This design comes from an exercise in tuning for small area, a short achievable clock period and few clock cycles per item on the open sky130 flow, not from production work.
Where RTL was checked, it was by simulation tests only, not by an equivalence proof against the original.
Power figures rest on the tool's default switching activity, not on a simulated workload.

## Final_p
module Final_p(quotient, remainder, done, rowk, columnk, equal, clk, rst);
Size: roughly 60 flip-flops, about 44 I/O pins, ~4400 um2 of cells after synthesis.
==> module Final_p, before the edit <==
module Final_p(quotient, remainder, done, rowk, columnk, equal, clk, rst);
output [15:0] quotient, remainder;
output done;
input equal, clk, rst;
input [3:0] rowk, columnk;
function [4:0] add5;
	input [4:0] x;
	input [4:0] k;
	integer v;
	begin
		add5 = 5'd0;
		for (v = 0; v < 32; v = v + 1)
			if (x == v)
				add5 = v + k;
	end
endfunction
wire row_ok = (rowk == 4'd1) | (rowk == 4'd2) | (rowk == 4'd4) | (rowk == 4'd8);
wire col_ok = (columnk == 4'd1) | (columnk == 4'd2) | (columnk == 4'd4) | (columnk == 4'd8);
wire kv = row_ok & col_ok;
wire [3:0] d;
assign d[3] = rowk[3] | (rowk[2] & ~columnk[1]) | (rowk[1] & columnk[3]);
assign d[2] = rowk[3] | (rowk[1] & ~columnk[3]) | (rowk[0] & columnk[3]);
assign d[1] = ((rowk[3] | rowk[2]) & (columnk[3] | columnk[2])) |
              ((rowk[1] | rowk[0]) & (columnk[2] | columnk[1]));
assign d[0] = (rowk[3] & (columnk[3] | columnk[1])) | (rowk[2] & (columnk[3] | columnk[0])) |
              ((rowk[1] | rowk[0]) & (columnk[2] | columnk[0]));
reg prev_kv;
wire press = kv & ~prev_kv;
reg [2:0] cnt;		 
reg full;		 
reg [15:0] r;		 
reg [15:0] dv;		 
reg [15:0] q;		 
reg [4:0] p;		 
reg nz;			 
wire dnz = (d != 4'd0);
wire first = (cnt == 3'd4);
wire last = (cnt == 3'd7);
wire nzp = nz & ~first;					 
wire [3:0] nd = d[3] ? d : d[2] ? {d[2:0], 1'b0} : d[1] ? {d[1:0], 2'b0} : {d[0], 3'b0};
wire [4:0] pm1 = add5(p, 5'd31);
wire [4:0] pm2 = add5(p, 5'd30);
wire [4:0] pm3 = add5(p, 5'd29);
wire [4:0] pm4 = add5(p, 5'd28);
wire [4:0] pl = d[3] ? pm4 : d[2] ? pm3 : d[1] ? pm2 : pm1;
reg [4:0] pa;
always @(*) begin
	case ({cnt[1:0], d[3], d[2], d[1]})
		5'b00100, 5'b00101, 5'b00110, 5'b00111: pa = 5'd12;
		5'b00010, 5'b00011: pa = 5'd11;
		5'b00001: pa = 5'd10;
		5'b00000: pa = 5'd9;
		5'b01100, 5'b01101, 5'b01110, 5'b01111: pa = 5'd8;
		5'b01010, 5'b01011: pa = 5'd7;
		5'b01001: pa = 5'd6;
		5'b01000: pa = 5'd5;
		5'b10100, 5'b10101, 5'b10110, 5'b10111: pa = 5'd4;
		5'b10010, 5'b10011: pa = 5'd3;
		5'b10001: pa = 5'd2;
		5'b10000: pa = 5'd1;
		5'b11100, 5'b11101, 5'b11110, 5'b11111: pa = 5'd0;
		5'b11010, 5'b11011: pa = 5'd31;
		5'b11001: pa = 5'd30;
		default: pa = 5'd29;
	endcase
end
wire [3:0] val = nzp ? d : nd;
wire [6:0] t = {3'b000, val} << p[1:0];
wire [4:0] nib;				 
assign nib[0] = (p[4:2] == 3'b111);
assign nib[1] = (p[4:2] == 3'b000);
assign nib[2] = (p[4:2] == 3'b001);
assign nib[3] = (p[4:2] == 3'b010);
assign nib[4] = (p[4:2] == 3'b011);
wire [15:0] placed;
genvar gi;
generate
	for (gi = 0; gi < 16; gi = gi + 1) begin : pl_bits
		if (gi % 4 == 3) begin : hi
			assign placed[gi] = nib[gi / 4 + 1] & t[3];
		end
		else begin : lo
			assign placed[gi] = (nib[gi / 4 + 1] & t[gi % 4]) | (nib[gi / 4] & t[gi % 4 + 4]);
		end
	end
endgenerate
wire run = ~((p[4:2] == 3'b011) | (p[4:2] == 3'b100) | (p[4:2] == 3'b101) | (p[4:2] == 3'b110));
reg busy;
wire step = full & busy & run;
wire [16:0] diff = {1'b0, r} - {1'b0, dv};
wire ge = ~diff[16];
assign done = equal & full & ~busy;
assign quotient = q;
assign remainder = r;
always @(posedge clk or posedge rst) begin
	if (rst) begin
		prev_kv <= 1'b0;
		cnt <= 3'd0;
		full <= 1'b0;
	end
	else begin
		prev_kv <= kv;
		if (press) begin
			cnt <= {cnt[2] ^ (cnt[1] & cnt[0]), cnt[1] ^ cnt[0], ~cnt[0]};
			full <= last;
		end
	end
end
always @(posedge clk) begin
	if (press & ~cnt[2])
		r <= {r[11:0], d};
	else if (step & ge)
		r <= diff[15:0];
	if ((press & cnt[2]) | step)
		dv <= cnt[2] ? ((first ? 16'd0 : dv) | placed) : {1'b0, dv[15:1]};
	if (cnt[2] | step | (full & ~nz))
		q <= cnt[2] ? 16'd0 : nz ? {q[14:0], ge} : 16'hFFFF;
	if (press & last)
		busy <= nzp | dnz;
	else if (full)
		busy <= busy & run & (p != 5'b11100);
	if (press) begin
		if (~cnt[2]) begin
			if (cnt[1:0] == 2'd0)
				p <= dnz ? pa : 5'b11100;
			else if (~nz & dnz)
				p <= pa;
			nz <= (nz & (cnt[1:0] != 2'd0)) | dnz;
		end
		else begin
			nz <= nzp | dnz;
			if (nzp)
				p <= pm4;
			else if (dnz)
				p <= pl;
		end
	end
	else if (step)
		p <= pm1;
end
endmodule
Settings: LEC_CHECK=0, CAP_MARGIN=20, CORE_MARGIN=2, CORE_UTILIZATION=40, CTS_BUF_LIST=sky130_fd_sc_hd__clkbuf_8, CTS_CLUSTER_DIAMETER=200, CTS_CLUSTER_SIZE=40, SETUP_SLACK_MARGIN=1.2, SLEW_MARGIN=20; clock period 4.0 ns.
standard.sh (not shown) runs the stock make flow with config.mk's settings and CLKGATE_MAP_FILE= SYNTH_SCRIPT=/design/flow/synth_recipe.tcl, a recipe that flattens the netlist after the stock synthesis.
==> flow/flow/run.sh <==
#!/bin/bash
# Standard ORFS layout, with plain buffers on the ports and the resizer free to
# swap any cell for another of the same function.
set -u
bash standard.sh finish \
  'BUFFER_PORTS_ARGS=-buffer_cell sky130_fd_sc_hd__buf_1' \
  MATCH_CELL_FOOTPRINT=0 > standard.log 2>&1
==> next run, changes <==
--- a/flow/design.v
+++ b/flow/design.v
@@ -1,8 +1,7 @@
 `timescale 1ns / 1ps
-`default_nettype none
 module Final_p(quotient, remainder, done, rowk, columnk, equal, clk, rst);
 output [15:0] quotient, remainder;
 output done;
 input equal, clk, rst;
 input [3:0] rowk, columnk;
 function [4:0] add5;
@@ -63,38 +62,26 @@
 		5'b11100, 5'b11101, 5'b11110, 5'b11111: pa = 5'd0;
 		5'b11010, 5'b11011: pa = 5'd31;
 		5'b11001: pa = 5'd30;
 		default: pa = 5'd29;
 	endcase
 end
-wire [3:0] val = nzp ? d : nd;
-wire [6:0] t = {3'b000, val} << p[1:0];
-wire [4:0] nib;				 
-assign nib[0] = (p[4:2] == 3'b111);
-assign nib[1] = (p[4:2] == 3'b000);
-assign nib[2] = (p[4:2] == 3'b001);
-assign nib[3] = (p[4:2] == 3'b010);
-assign nib[4] = (p[4:2] == 3'b011);
-wire [15:0] placed;
-genvar gi;
-generate
-	for (gi = 0; gi < 16; gi = gi + 1) begin : pl_bits
-		if (gi % 4 == 3) begin : hi
-			assign placed[gi] = nib[gi / 4 + 1] & t[3];
-		end
-		else begin : lo
-			assign placed[gi] = (nib[gi / 4 + 1] & t[gi % 4]) | (nib[gi / 4] & t[gi % 4 + 4]);
-		end
-	end
-endgenerate
-wire run = ~((p[4:2] == 3'b011) | (p[4:2] == 3'b100) | (p[4:2] == 3'b101) | (p[4:2] == 3'b110));
-reg busy;
-wire step = full & busy & run;
+reg [15:0] placed;
+integer i, j;
+always @(*) begin
+	placed = 16'd0;
+	for (i = 0; i < 16; i = i + 1)
+		for (j = 0; j < 4; j = j + 1)
+			if (p == ((i - j) & 31))
+				placed[i] = placed[i] | (nzp ? d[j] : nd[j]);
+end
+wire run = nz & ~((p[4:2] == 3'b011) | (p[4:2] == 3'b100) | (p[4:2] == 3'b101) | (p[4:2] == 3'b110));
+wire step = full & run;
 wire [16:0] diff = {1'b0, r} - {1'b0, dv};
 wire ge = ~diff[16];
-assign done = equal & full & ~busy;
+assign done = equal & full & ~run;
 assign quotient = q;
 assign remainder = r;
 always @(posedge clk or posedge rst) begin
 	if (rst) begin
 		prev_kv <= 1'b0;
 		cnt <= 3'd0;
@@ -112,18 +99,14 @@
 	if (press & ~cnt[2])
 		r <= {r[11:0], d};
 	else if (step & ge)
 		r <= diff[15:0];
 	if ((press & cnt[2]) | step)
 		dv <= cnt[2] ? ((first ? 16'd0 : dv) | placed) : {1'b0, dv[15:1]};
-	if (cnt[2] | step | (full & ~nz))
-		q <= cnt[2] ? 16'd0 : nz ? {q[14:0], ge} : 16'hFFFF;
-	if (press & last)
-		busy <= nzp | dnz;
-	else if (full)
-		busy <= busy & run & (p != 5'b11100);
+	if ((press & last) | step)
+		q <= cnt[2] ? {16{~(nzp | dnz)}} : {q[14:0], ge};
 	if (press) begin
 		if (~cnt[2]) begin
 			if (cnt[1:0] == 2'd0)
 				p <= dnz ? pa : 5'b11100;
 			else if (~nz & dnz)
 				p <= pa;
@@ -138,7 +121,6 @@
 		end
 	end
 	else if (step)
 		p <= pm1;
 end
 endmodule
-`default_nettype wire
- critical path depth falls by 1
- total power falls by 3.7%
- worst hold slack is worse by 20 ps
- worst setup slack is worse by 30 ps
- combinational power falls by about 10%
- count of clock-buffer cells in the layout stays the same
- routed wire length rises by 7.4%
- area after synthesis rises by 3.8%
- final cell count rises by 5.7%
- cell area rises by 6.8%
- clock power rises by 24%
Testbench counts after the change, summed over its fixed seeds: cycles 9,363, divisions 1,600.
For the first run of this note, only the layout was checked, not whether the RTL still works.

==> static timing again, ports no longer ideal <==
The flow's constraints put no driver on any port. The routed layouts listed below were extracted and timed again, unchanged, in two steps.
Step 1 sets driving cells, clkbuf_16 on the clock port and buf_2 on the other inputs (assumed; they add their load-dependent delay and slew).
Step 2 moves the port delays by t, midway between the first and last clock arrival at a register: inputs arrive t later, outputs are due t later. That takes back most of the time a late clock gives input paths.
Three values: ideal ports, drivers, drivers and shift; two values: the first two.
| run | t (ns) | slack for setup (ns) | pins driven straight from the clock port |
|---|---|---|---|
| the first run | 0.377 | 1.255 / 1.255 / 1.054 | 1 |
| the second run | 0.388 | 1.225 / 1.238 / 0.850 | 1 |
After both steps every run listed still meets setup and hold. For the second run, which loses most, drivers alone change the setup slack by +0.013 ns; drivers and shift together by -0.375 ns.
